Context: an optimization exercise on an open-source flow, tuned for small area, a short achievable clock period and few clock cycles per item. The choices shown serve that exercise and are no tape-out recipe.
No activity file was given, so power comes from the tool's default toggle rates.

== run 5 ==
==> flow/design.v <==
module modulo_sec#(
  parameter SIZE = 16,
  parameter CALCULATION_OUT = 1'b0 )(
  input clk,
  input rst,
  input [(SIZE-1):0] divident,
  input [(SIZE-1):0] divisor,
  input start,
  output done,
  output [(SIZE-1):0] remainder);
  localparam CW = 4;   
  function [3:0] lzc;
    input [15:0] v;
    reg [3:0] z;
    reg [1:0] lz0, lz1, lz2, lz3, hi;
    begin
      z[3] = ~|v[15:12]; z[2] = ~|v[11:8]; z[1] = ~|v[7:4]; z[0] = ~|v[3:0];
      lz3 = {~v[15] & ~v[14], ~v[15] & (v[14] | ~v[13])};
      lz2 = {~v[11] & ~v[10], ~v[11] & (v[10] | ~v[9])};
      lz1 = {~v[7] & ~v[6], ~v[7] & (v[6] | ~v[5])};
      lz0 = {~v[3] & ~v[2], ~v[3] & (v[2] | ~v[1])};
      hi = {z[3] & z[2], z[3] & (~z[2] | z[1])};
      case (hi)
        2'd0: lzc = {hi, lz3};
        2'd1: lzc = {hi, lz2};
        2'd2: lzc = {hi, lz1};
        default: lzc = {hi, lz0};
      endcase
    end
  endfunction
  function [SIZE:0] sub_bk;
    input [SIZE-1:0] x, y;
    reg [SIZE-1:0] g, p, gn, pn;
    integer i, j, l;
    begin
      for (i = 0; i < SIZE; i = i + 1) begin
        g[i] = ~x[i] & y[i];
        p[i] = ~(x[i] ^ y[i]);
      end
      for (l = 0; (1 << l) < SIZE; l = l + 1) begin
        gn = g; pn = p;
        for (i = 0; i < SIZE; i = i + 1)
          if (((i + 1) % (2 << l)) == 0) begin
            j = i - (1 << l);
            gn[i] = g[i] | (p[i] & g[j]);
            pn[i] = p[i] & p[j];
          end
        g = gn; p = pn;
      end
      for (l = CW - 2; l >= 0; l = l - 1) begin
        gn = g; pn = p;
        for (i = 0; i < SIZE; i = i + 1)
          if (((i + 1) % (2 << l)) == (1 << l) && i > (1 << l)) begin
            j = i - (1 << l);
            gn[i] = g[i] | (p[i] & g[j]);
            pn[i] = p[i] & p[j];
          end
        g = gn; p = pn;
      end
      sub_bk[SIZE] = g[SIZE-1];
      sub_bk[0] = x[0] ^ y[0];
      for (i = 1; i < SIZE; i = i + 1)
        sub_bk[i] = g[i-1] ? (x[i] ~^ y[i]) : (x[i] ^ y[i]);
    end
  endfunction
  function [CW:0] sub_sel;
    input [CW-1:0] x, y;
    reg [CW:0] bw;
    integer k;
    begin
      bw[0] = 1'b0;
      for (k = 0; k < CW; k = k + 1) begin
        sub_sel[k] = bw[k] ? (x[k] ~^ y[k]) : (x[k] ^ y[k]);
        bw[k+1] = (~x[k] & y[k]) | (~(x[k] ^ y[k]) & bw[k]);
      end
      sub_sel[CW] = bw[CW];
    end
  endfunction
  reg idle, align;
  reg [SIZE-1:0] rem_reg, div_reg;
  reg [CW-1:0] cnt;
  assign done = idle;
  assign remainder = rem_reg;
  wire [CW-1:0] lz_a = lzc(divident);
  wire [CW-1:0] lz_b = lzc(divisor);
  wire [CW:0] shift = sub_sel(lz_b, lz_a);
  wire [SIZE:0] diff = sub_bk(rem_reg, div_reg);
  always @(posedge clk) begin
    if (idle) begin
      if (start)
        rem_reg <= divident;
      div_reg <= divisor << shift[2:0];
      cnt <= shift[CW-1:0];
      align <= shift[CW-1];
    end else if (align) begin
      div_reg <= div_reg << 8;
      align <= 1'b0;
    end else begin
      if (~diff[SIZE])
        rem_reg <= diff[SIZE-1:0];
      div_reg <= div_reg >> 1;
      cnt <= cnt - 1'b1;
    end
  end
  always @(posedge clk or posedge rst) begin
    if (rst)
      idle <= 1'b1;
    else if (idle)
      idle <= ~start | shift[CW];
    else if (~align)
      idle <= ~|cnt;
  end
endmodule
clock: 4.0 ns
lec_check: 0
abc_area: 1
cap_margin: 20
core_margin: 2
core_utilization: 40
setup_slack_margin: 1.5
slew_margin: 20
standard.sh (not shown) runs the stock make flow with config.mk's settings and CLKGATE_MAP_FILE= SYNTH_SCRIPT=/design/flow/synth_recipe.tcl, a recipe that flattens the netlist after the stock synthesis.
==> flow/flow/run.sh <==
#!/bin/bash
# The standard layout, with plain buf_1 cells (not delay cells) as the port
# buffers and no dummy loads in the clock tree.
set -euo pipefail
bash standard.sh BUFFER_PORTS_ARGS="-buffer_cell sky130_fd_sc_hd__buf_1" \
  CTS_ARGS="-sink_clustering_enable -repair_clock_nets -dont_use_dummy_load" \
  finish > standard.log 2>&1
Here is what was changed in the inputs of run 1 compared with run 5.
diff --git a/flow/design.v b/flow/design.v
--- a/flow/design.v
+++ b/flow/design.v
@@ -86,28 +86,30 @@
   wire [CW:0] shift = sub_sel(lz_b, lz_a);
   wire [SIZE:0] diff = sub_bk(rem_reg, div_reg);
   always @(posedge clk) begin
     if (idle) begin
       if (start)
         rem_reg <= divident;
-      div_reg <= divisor << shift[2:0];
+      div_reg <= divisor;
       cnt <= shift[CW-1:0];
-      align <= shift[CW-1];
-    end else if (align) begin
-      div_reg <= div_reg << 8;
+      align <= lz_a != lz_b;
+    end else begin
+      if (align)
+        div_reg <= div_reg << cnt;
+      else begin
+        if (~diff[SIZE])
+          rem_reg <= diff[SIZE-1:0];
+        div_reg <= div_reg >> 1;
+      end
+      cnt <= cnt - {{(CW-1){1'b0}}, ~align};
       align <= 1'b0;
-    end else begin
-      if (~diff[SIZE])
-        rem_reg <= diff[SIZE-1:0];
-      div_reg <= div_reg >> 1;
-      cnt <= cnt - 1'b1;
     end
   end
   always @(posedge clk or posedge rst) begin
     if (rst)
       idle <= 1'b1;
     else if (idle)
-      idle <= ~start | shift[CW];
+      idle <= ~start | (lz_a > lz_b);
     else if (~align)
       idle <= ~|cnt;
   end
 endmodule
--- outcome ---
Per the comparison of run 1 with run 5, core utilization shows a reduction of 4.7 points; final wirelength went up by about 11%; half-perimeter wire length after placement moved up; multi-input gate share of the layout cell area +3.0 points; fraction of met1 tracks used by global routing rose 6.2 points. Going from run 5 to run 1, number of diodes added for antenna fixing shows no meaningful change, combinational share of power shows an increase of 4.8 points, overall power of the completed layout shows an increase of about 24%. Lower routed length per placed instance among run 1 and run 5: run 5. Detailed route wirelength on metal3 was higher in the run labelled run 1. Global-route total usage across every layer (lower): run 5.
No run of this note included a check of the RTL's function; only the layout flow was run.

## port drivers added, routing unchanged
The flow's constraints put no driver on any port. The routed layouts listed below were extracted and timed again, unchanged, in two steps. Step 1: set_driving_cell puts a clkbuf_16 on clk and a buf_2 on each other input, an assumption about the parent block. Step 2 adds t to the input delays and takes it off the output delays; t is the mean of the earliest and latest rising clock arrival at the registers after step 1. Input paths then give back, and output paths get back, about the clock's delay inside the block. a / b / c = ideal / step 1 / step 2; a / b = the first two.
run	t, ns	slack for setup (ns)	worst register clock-pin slew, ns
run 5	0.322	1.223 / 1.234 / 0.912	0.08 / 0.08
run 1	0.325	1.506 / 1.507 / 1.182	0.09 / 0.09
After both steps setup and hold are still met in every run listed. For run 1, which loses most, drivers alone change the setup slack by +0.001 ns; drivers and shift together by -0.324 ns.
